This is an optimization exercise on Yosys and OpenROAD, whose aim is small area, not a production implementation. The RTL was checked by simulation tests, not by an equivalence proof against the original design. Power figures rest on the tool's default switching activity, not on a simulated workload.

==> job 8255: inputs <==
Design CPU, start of the top module:
module	CPU(clk, reset, instr, pc, reg0, reg1, reg2, reg3, reg4, reg5, reg6, reg7, dataMemValue0, dataMemValue1, dataMemValue2, dataMemValue3, dataMemValue4, dataMemValue5, dataMemValue6, dataMemValue7, ALUout, ALUin1, ALUin2, regDataIn);
clock: 7.0 ns
lec_check: 0
abc_area: 1
cap_margin: 20
core_margin: 2
core_utilization: 63
setup_slack_margin: 0.1
slew_margin: 20
standard.sh (not shown) runs the stock make flow with config.mk's settings and CLKGATE_MAP_FILE= SYNTH_SCRIPT=/design/flow/synth_recipe.tcl, a recipe that flattens the netlist after the stock synthesis.
==> flow/flow/run.sh <==
#!/bin/bash
# Standard ORFS layout (the standard.sh) with these changes:
# - synthesis maps logic with ABC scripts of its own (flow/patch_synth.py):
#   an area-oriented one (abc_area.script) for most of the design and
#   delay-oriented ones for the register reads and ALU (abc_fast.script) and
#   the adder (abc_add.script);
# - no full-adder extraction before ABC (ADDER_MAP_FILE empty);
# - the ports are buffered with the smallest buffer cell;
# - the clock tree uses sink clusters of up to 24 registers driven by
#   clkbuf_16 and no dummy loads.
# ORFS writes each tool's log under orfs/logs; make's output is in standard_make.log.
set -euo pipefail
W=$(pwd)
rm -rf "$W/scripts_mod"
cp -r "$FLOW_HOME/scripts" "$W/scripts_mod"
cp "$W/flow/abc_area.script" "$W/flow/abc_fast.script" "$W/flow/abc_add.script" "$W/scripts_mod/"
python3 "$W/flow/patch_synth.py" "$W/scripts_mod/synth.tcl"
bash "$W/standard.sh" "SCRIPTS_DIR=$W/scripts_mod" "ADDER_MAP_FILE=" \
  "BUFFER_PORTS_ARGS=-buffer_cell sky130_fd_sc_hd__buf_1" \
  "CTS_ARGS=-sink_clustering_enable -repair_clock_nets -dont_use_dummy_load -sink_clustering_size 24 -sink_clustering_max_diameter 120 -sink_clustering_buffer sky130_fd_sc_hd__clkbuf_16 -buf_list {sky130_fd_sc_hd__clkbuf_8 sky130_fd_sc_hd__clkbuf_16}" finish > "$W/standard_make.log" 2>&1
==> flow/flow/abc_area.script <==
strash
&get -n
&dc2
&syn2
&dch -f
&nf -R 1000 -p
&put
topo
==> flow/flow/patch_synth.py <==
# Patch the copied ORFS synth.tcl so that ABC maps three parts of the design
# separately, each with its own script (all copied beside synth.tcl):
#   Adder16  (the ALU's register-register adder)    abc_add.script  (delay-oriented)
#   ExecUnit (register reads, operands, ALU)        abc_fast.script
#   the rest (register file, data memory, PC, ...)  abc_area.script (area-oriented)
# Adder16 and ExecUnit are kept as modules through synthesis only;
# synth_recipe.tcl flattens the design afterwards.
import sys
path = sys.argv[1]
s = open(path).read()
a = "hierarchy -check -top $::env(DESIGN_NAME)\n"
assert a in s
s = s.replace(a, a + "setattr -mod -set keep_hierarchy 1 ExecUnit Adder16\n", 1)
b = "  log_cmd abc {*}$abc_args\n"
assert b in s
s = s.replace(b,
    "  set fast_args [lreplace $abc_args 1 1 $::env(SCRIPTS_DIR)/abc_fast.script]\n"
    "  set add_args [lreplace $abc_args 1 1 $::env(SCRIPTS_DIR)/abc_add.script]\n"
    "  log_cmd abc {*}$abc_args $::env(DESIGN_NAME)\n"
    "  log_cmd abc {*}$fast_args ExecUnit\n"
    "  log_cmd abc {*}$add_args Adder16\n", 1)
open(path, "w").write(s)
Other scripts of this flow, unchanged in this note and not shown: flow/flow/abc_add.script, flow/flow/abc_fast.script
==> inputs of job 8262, as changes to job 8255 <==
--- a/flow/flow/run.sh
+++ b/flow/flow/run.sh
@@ -1,12 +1,10 @@
 #!/bin/bash
-# Standard ORFS layout (the standard.sh) with these changes:
+# Standard ORFS layout with these changes:
 # - synthesis maps logic with ABC scripts of its own (flow/patch_synth.py):
-#   an area-oriented one (abc_area.script) for most of the design and
-#   delay-oriented ones for the register reads and ALU (abc_fast.script) and
-#   the adder (abc_add.script);
+#   an area-oriented one for most of the design, delay-oriented ones for the
+#   register reads, operand selection and ALU;
 # - no full-adder extraction before ABC (ADDER_MAP_FILE empty);
 # - the ports are buffered with the smallest buffer cell;
-# - the clock tree uses sink clusters of up to 24 registers driven by
-#   clkbuf_16 and no dummy loads.
-# ORFS writes each tool's log under orfs/logs; make's output is in standard_make.log.
+# - the clock tree uses larger sink clusters of clkbuf_16 and no dummy loads.
+# Every tool's output goes to ORFS's logs under orfs/logs and to standard_make.log.
 set -euo pipefail
==> flow/flow/abc_area.script (replaced) <==
strash
dch -f
&get -n
&nf -R 1000 -p
&put
topo
--- a/flow/flow/patch_synth.py
+++ b/flow/flow/patch_synth.py
@@ -1,6 +1,6 @@
 # Patch the copied ORFS synth.tcl so that ABC maps three parts of the design
-# separately, each with its own script (all copied beside synth.tcl):
-#   Adder16  (the ALU's register-register adder)    abc_add.script  (delay-oriented)
-#   ExecUnit (register reads, operands, ALU)        abc_fast.script
-#   the rest (register file, data memory, PC, ...)  abc_area.script (area-oriented)
+# with different scripts (all copied beside synth.tcl):
+#   Adder16  (the ALU's adder)                      abc_add.script  (delay)
+#   ExecUnit (register reads, operands, ALU)        abc_fast.script (delay)
+#   the rest (register file, data memory, PC, ...)  abc_area.script (area)
 # Adder16 and ExecUnit are kept as modules through synthesis only;
Settings changed: CORE_UTILIZATION 63 to 50, SETUP_SLACK_MARGIN 0.1 to 0.03.
==> comparison <==
In job 8262 the register-to-register slack is higher than in job 8255, by 0.27 ns.
Between job 8262 and job 8255, the lower combinational power is in job 8262 (gap about 24%, measured against job 8255).
Of job 8262 and job 8255, job 8255 has the higher first-iteration DRC count (gap 37%, measured against job 8255).
In job 8255 the cell area is smaller than in job 8262, by 3.1%.
Worst setup slack: job 8255 is lower than job 8262 (0.042 ns).
Die area: job 8262 is larger than job 8255 (27%).
==> figures <==
quantity	job 8255	job 8262
Status	complete, no violations	complete, no violations
Worst voltage drop across the vdd grid	0.234 mV	0.232 mV
Vias/cell	7.20	6.59
Post-Synth Simple-Gate Area	16.6%	16.6%
Synthesized area	29800 um^2	30100 um^2
Internal power	0.00580 W	0.00599 W
Number of nets in the finished design	3726	3774
Proportion of power drawn by the clock network	22.5%	23.1%
Post-Synthesis Cells	3055	3068
Placement-stage worst setup slack	-0.180 ns	-0.0300 ns
Total length of routed met2 wires	54400 um	60100 um
Portion of synthesized cell area occupied by the leading cell type	52.8%	52.3%
Post-synthesis average cell area	9.76 um^2	9.81 um^2

what the ideal ports hide:
Ports are ideal in the flow. The routed layouts listed here were re-timed in OpenROAD.
Step 1 (the two cells are an assumption about what drives the block):
set clk [get_ports {clk}]
set_driving_cell -lib_cell sky130_fd_sc_hd__clkbuf_16 $clk
set_driving_cell -lib_cell sky130_fd_sc_hd__buf_2 [delete_from_list [all_inputs] $clk]
Step 2 adds t to the input delays and takes it off the output delays; t is the mean of the earliest and latest rising clock arrival at the registers after step 1. Input paths then give back, and output paths get back, about the clock's delay inside the block.
Three values: ideal, step 1, step 2; two values: the first two.
run	shift t [ns]	setup WS [ns]	worst setup path at the end
job 8255	0.636	0.137 / 0.109 / -0.352	input to register
job 8262	0.618	0.179 / 0.052 / -0.245	input to register
Met with ideal ports but missed after step 2: setup timing in job 8255 and job 8262. The setup slack of job 8255, which loses most, moves by -0.028 ns with the drivers and by -0.489 ns with both steps.
